What follows belongs to an exercise in optimizing a design on an open flow for small area; a production flow would make more cautious choices.
Function was checked by simulation only, so behaviour that the tests miss may differ from the original.

==> amber <==
// packet_snooper
module packet_snooper # (
   parameter TDATA_WIDTH = 512,
   parameter TKEEP_WIDTH = TDATA_WIDTH/8
) (
   input wire clk,
   input wire aresetn,
   input wire [TDATA_WIDTH-1:0] in_stream_TDATA,
   input wire [TKEEP_WIDTH-1:0] in_stream_TKEEP,
   input wire in_stream_TREADY,
   input wire in_stream_TVALID,
   input wire in_stream_TLAST,
   output logic [63:0] flit_count_TDATA,
   output logic [7:0] flit_count_TKEEP,
   input  logic flit_count_TREADY,
   output logic flit_count_TVALID,
   output logic flit_count_TLAST,
   output logic [63:0] packet_count_TDATA,
   output logic [7:0] packet_count_TKEEP,
   input  logic packet_count_TREADY,
   output logic packet_count_TVALID,
   output logic packet_count_TLAST,
   output logic [63:0] cycle_count_TDATA,
   output logic [7:0] cycle_count_TKEEP,
   input  logic cycle_count_TREADY,
   output logic cycle_count_TVALID,
   output logic cycle_count_TLAST,
   input measure,
   output logic [63:0] packet_size,
   output logic packet_size_valid,
   output logic measure_sync_out
);
==> module packet_snooper, before the edit <==
module packet_snooper # (
   parameter TDATA_WIDTH = 512,
   parameter TKEEP_WIDTH = TDATA_WIDTH/8
) (
   input wire clk,
   input wire aresetn,
   input wire [TDATA_WIDTH-1:0] in_stream_TDATA,
   input wire [TKEEP_WIDTH-1:0] in_stream_TKEEP,
   input wire in_stream_TREADY,
   input wire in_stream_TVALID,
   input wire in_stream_TLAST,
   output logic [63:0] flit_count_TDATA,
   output logic [7:0] flit_count_TKEEP,
   input  logic flit_count_TREADY,
   output logic flit_count_TVALID,
   output logic flit_count_TLAST,
   output logic [63:0] packet_count_TDATA,
   output logic [7:0] packet_count_TKEEP,
   input  logic packet_count_TREADY,
   output logic packet_count_TVALID,
   output logic packet_count_TLAST,
   output logic [63:0] cycle_count_TDATA,
   output logic [7:0] cycle_count_TKEEP,
   input  logic cycle_count_TREADY,
   output logic cycle_count_TVALID,
   output logic cycle_count_TLAST,
   input measure,
   output logic [63:0] packet_size,
   output logic packet_size_valid,
   output logic measure_sync_out
);
   logic active, first, sum_zero;
   logic [6:0] bytes_in_flit;
   logic [63:0] flit_counter, packet_counter, cycle_counter;
   wire st_meas = active & measure_sync_out;
   wire st_done = active & ~measure_sync_out;
   wire hs      = st_meas & in_stream_TVALID & in_stream_TREADY;
   assign flit_count_TKEEP   = 8'hFF;
   assign flit_count_TLAST   = 1'b1;
   assign packet_count_TKEEP = 8'hFF;
   assign packet_count_TLAST = 1'b1;
   assign cycle_count_TKEEP  = 8'hFF;
   assign cycle_count_TLAST  = 1'b1;
   always_ff @ (posedge clk) begin
      measure_sync_out <= measure;
      active <= aresetn & (active ? measure_sync_out : measure);
      first  <= ~active;
   end
   mux_64 # (.TDATA_WIDTH (TDATA_WIDTH),.TKEEP_WIDTH (TKEEP_WIDTH)) inst1
        (.clk(clk),
         .aresetn(aresetn),
         .input_keep(in_stream_TKEEP),
         .bytes_in_flit(bytes_in_flit)
         );
   wire [63:0] cyc_n, flt_n, pkt_n, psz_n;
   wire        pkt_inc = hs & in_stream_TLAST;
   wire        psz_clr = hs & sum_zero;
   wire [6:0]  add_b   = hs ? bytes_in_flit : 7'd0;
   inc64 u_cyc (.q(cycle_counter),  .clr(first), .inc(1'b1),    .n(cyc_n));
   inc64 u_flt (.q(flit_counter),   .clr(first), .inc(hs),      .n(flt_n));
   inc64 u_pkt (.q(packet_counter), .clr(first), .inc(pkt_inc), .n(pkt_n));
   wire [6:0] psz_lm = packet_size[6:0] & {7{~psz_clr}};
   wire [7:0] psz_lo = {1'b0, psz_lm} + {1'b0, add_b};
   wire [63:0] psz_hi;
   inc64 u_psz (.q({7'd0, packet_size[63:7]}), .clr(psz_clr), .inc(psz_lo[7]), .n(psz_hi));
   assign psz_n = {psz_hi[56:0], psz_lo[6:0]};
   always_ff @ (posedge clk) begin
      cycle_counter  <= cyc_n;
      flit_counter   <= flt_n;
      packet_counter <= pkt_n;
   end
   always_ff @ (posedge clk) begin
      packet_size <= psz_n;
      if (~active) begin
         sum_zero <= 1'b1;
         packet_size_valid <= 1'b0;
      end
      else if (hs) begin
         sum_zero <= in_stream_TLAST;
         packet_size_valid <= in_stream_TLAST;
      end
   end
   always_ff @ (posedge clk) begin
      if (st_done) begin
         cycle_count_TVALID  <= cycle_count_TREADY;
         packet_count_TVALID <= packet_count_TREADY;
         flit_count_TVALID   <= flit_count_TREADY;
         if (cycle_count_TREADY)  cycle_count_TDATA  <= cycle_counter;
         if (packet_count_TREADY) packet_count_TDATA <= packet_counter;
         if (flit_count_TREADY)   flit_count_TDATA   <= flit_counter;
      end
   end
endmodule
==> module inc64, before the edit <==
module inc64 (
   input  wire [63:0] q,
   input  wire        clr,
   input  wire        inc,
   output wire [63:0] n
);
   wire [64:0] c;
   wire [8:0]  bc;
   assign bc[0] = inc;
   genvar b, k;
   generate
      for (b = 0; b < 8; b = b + 1) begin : g_blk
         assign bc[b+1] = bc[b] & ~clr & (&q[b*8 +: 8]);
         for (k = 0; k < 8; k = k + 1) begin : g_bit
            wire ci = (k == 0) ? bc[b] : c[b*8 + k];
            if (b == 0 && k == 0) begin : g_lsb
               assign n[0] = (q[0] & ~clr) ^ ci;
            end else begin : g_up
               assign n[b*8 + k] = ~clr & (q[b*8 + k] ^ ci);
            end
            assign c[b*8 + k + 1] = q[b*8 + k] & ci;
         end
      end
   endgenerate
endmodule
export LEC_CHECK = 0
export CAP_MARGIN = 20
export CORE_MARGIN = 2
export CORE_UTILIZATION = 55
export SLEW_MARGIN = 20
create_clock -name core_clock -period 5.0 [get_ports {clk}]
standard.sh (not shown) runs the stock make flow with config.mk's settings and CLKGATE_MAP_FILE= SYNTH_SCRIPT=/design/flow/synth_recipe.tcl, a recipe that flattens the netlist after the stock synthesis.
==> flow/flow/run.sh <==
#!/bin/bash
set -euo pipefail
export BUFFER_PORTS_ARGS="-buffer_cell sky130_fd_sc_hd__buf_1"
export CTS_ARGS="-sink_clustering_enable -repair_clock_nets -dont_use_dummy_load -buf_list sky130_fd_sc_hd__clkbuf_4 -sink_clustering_size 10 -sink_clustering_max_diameter 50"
bash standard.sh > flow_standard.log 2>&1
==> xenon: changes against amber <==
--- a/flow/design.v
+++ b/flow/design.v
@@ -328,14 +328,11 @@
    wire [63:0] cyc_n, flt_n, pkt_n, psz_n;
    wire        pkt_inc = hs & in_stream_TLAST;
-   wire        psz_clr = hs & sum_zero;
-   wire [6:0]  add_b   = hs ? bytes_in_flit : 7'd0;
-   inc64 u_cyc (.q(cycle_counter),  .clr(first), .inc(1'b1),    .n(cyc_n));
-   inc64 u_flt (.q(flit_counter),   .clr(first), .inc(hs),      .n(flt_n));
-   inc64 u_pkt (.q(packet_counter), .clr(first), .inc(pkt_inc), .n(pkt_n));
-   wire [6:0] psz_lm = packet_size[6:0] & {7{~psz_clr}};
-   wire [7:0] psz_lo = {1'b0, psz_lm} + {1'b0, add_b};
-   wire [63:0] psz_hi;
-   inc64 u_psz (.q({7'd0, packet_size[63:7]}), .clr(psz_clr), .inc(psz_lo[7]), .n(psz_hi));
-   assign psz_n = {psz_hi[56:0], psz_lo[6:0]};
+   inc_n #(.W(64), .B(16)) u_cyc (.q(cycle_counter),  .clr(first), .inc(1'b1),    .n(cyc_n));
+   inc_n #(.W(64), .B(8)) u_flt (.q(flit_counter),   .clr(first), .inc(hs),      .n(flt_n));
+   inc_n #(.W(64), .B(8)) u_pkt (.q(packet_counter), .clr(first), .inc(pkt_inc), .n(pkt_n));
+   wire       psz_clr = hs & sum_zero;
+   wire [7:0] psz_lo  = {1'b0, packet_size[6:0] & {7{~sum_zero}}} + {1'b0, bytes_in_flit};
+   inc_n #(.W(57), .B(8)) u_psz (.q(packet_size[63:7]), .clr(psz_clr), .inc(hs & psz_lo[7]), .n(psz_n[63:7]));
+   assign psz_n[6:0] = hs ? psz_lo[6:0] : packet_size[6:0];
    always_ff @ (posedge clk) begin
       cycle_counter  <= cyc_n;
@@ -365,25 +362,35 @@
    end
 endmodule
-module inc64 (
-   input  wire [63:0] q,
-   input  wire        clr,
-   input  wire        inc,
-   output wire [63:0] n
+module inc_n #(
+   parameter W = 64,
+   parameter B = 8
+) (
+   input  wire [W-1:0] q,
+   input  wire         clr,
+   input  wire         inc,
+   output wire [W-1:0] n
 );
-   wire [64:0] c;
-   wire [8:0]  bc;
-   assign bc[0] = inc;
+   localparam NB = (W + B - 1) / B;
+   wire [W:0]  c;
+   wire [NB:0] pre;    
+   assign pre[0] = 1'b1;
    genvar b, k;
    generate
-      for (b = 0; b < 8; b = b + 1) begin : g_blk
-         assign bc[b+1] = bc[b] & ~clr & (&q[b*8 +: 8]);
-         for (k = 0; k < 8; k = k + 1) begin : g_bit
-            wire ci = (k == 0) ? bc[b] : c[b*8 + k];
-            if (b == 0 && k == 0) begin : g_lsb
+      for (b = 0; b < NB; b = b + 1) begin : g_blk
+         localparam LO = b * B;
+         localparam HI = (LO + B < W) ? LO + B : W;
+         if (b == 0) begin : g_p0
+            assign pre[1] = ~clr & (&q[HI-1:LO]);
+         end else begin : g_pn
+            assign pre[b+1] = pre[b] & (&q[HI-1:LO]);
+         end
+         for (k = LO; k < HI; k = k + 1) begin : g_bit
+            wire ci = (k == LO) ? (inc & pre[b]) : c[k];
+            if (k == 0) begin : g_lsb
                assign n[0] = (q[0] & ~clr) ^ ci;
             end else begin : g_up
-               assign n[b*8 + k] = ~clr & (q[b*8 + k] ^ ci);
+               assign n[k] = ~clr & (q[k] ^ ci);
             end
-            assign c[b*8 + k + 1] = q[b*8 + k] & ci;
+            assign c[k+1] = q[k] & ci;
          end
       end
==> flow/flow/run.sh (replaced) <==
#!/bin/bash
# Layout flow: the standard flow (standard synthesis unchanged), with
#  - the port buffers made from the smallest buffer cell,
#  - one tie cell for the constant outputs (no tie fanout repair),
#  - a clock tree of small clock buffers, clustered, without dummy loads.
# ORFS writes each step's full log under orfs/logs; make's own output goes
# to flow_standard.log.
set -euo pipefail
export BUFFER_PORTS_ARGS="-buffer_cell sky130_fd_sc_hd__buf_1"
export SKIP_REPAIR_TIE_FANOUT=1
export CTS_ARGS="-sink_clustering_enable -repair_clock_nets -dont_use_dummy_load -buf_list sky130_fd_sc_hd__clkbuf_4 -sink_clustering_size 10 -sink_clustering_max_diameter 50"
bash standard.sh > flow_standard.log 2>&1
CORE_UTILIZATION = 30   (was 55)
PLACE_DENSITY = 0.9   (was not set)
==> results.toml <==
[run_status]
outcome = "aborted with a tool error"
flow.stopped_at = "3_2_place_iop"
stop_error = "[ERROR PPL-0024] Number of IO pins (873) exceeds maximum number of available positions (676). Increase the die perimeter from 754.14um to 1187.28um."

[synthesis]
synth-compound-area-share_pct = 4.149
synth_cells = 1445
yosysSeqAreaShare_pct = 59.91
synth_top_area_share_pct = 31.26
synth_simple_gate_area_share_pct = 15.78
synthTopCellsByArea = "edfxtp_1, dfxtp_1, ha_1"
synth_cell_types = 62

[floorplan]
fp.dieH_microns = 188.5
-- figures above: amber

==> results.toml <==
[floorplan]
fp.dieH_microns = 252.6

[synthesis]
synthMuxAreaShare_pct = 0.3239
synth_top_area_share_pct = 32.72
synth_cell_types = 55
synth_top_family_by_area = "adder cells"
synthTopCellsByArea = "edfxtp_1, dfxtp_1, ha_1"
synthAdderAreaFrac_pct = 15.36
synth_cells = 1402
synth_area_sq_um = 18540

[run_status]
outcome = "no timing/DRC/antenna violations"
-- figures above: xenon

re-timing with driven ports:
Ports are ideal in the flow. The routed layout listed here was re-timed in OpenROAD.
Step 1 sets driving cells, clkbuf_16 on the clock port and buf_2 on the other inputs (assumed; they add their load-dependent delay and slew).
Step 2 times the ports against the registers' clock, not the clock port: input delays grow and output delays shrink by t, the midpoint of the rising clock arrivals with the driver on.
Three values: ideal, step 1, step 2; two values: the first two.
run: xenon
shift t [ns]: 0.772
setup slack, ns: 0.417 / 0.444 / -0.328
slew at the worst register clock pin (ns): 0.11 / 0.11
worst slew at a driven data input, ns: 0.07
cell pins on the clock port's net: 1
With both steps, setup timing fails in xenon, where it was met with ideal ports. The setup slack of xenon moves by +0.027 ns with the drivers and by -0.745 ns with both steps.
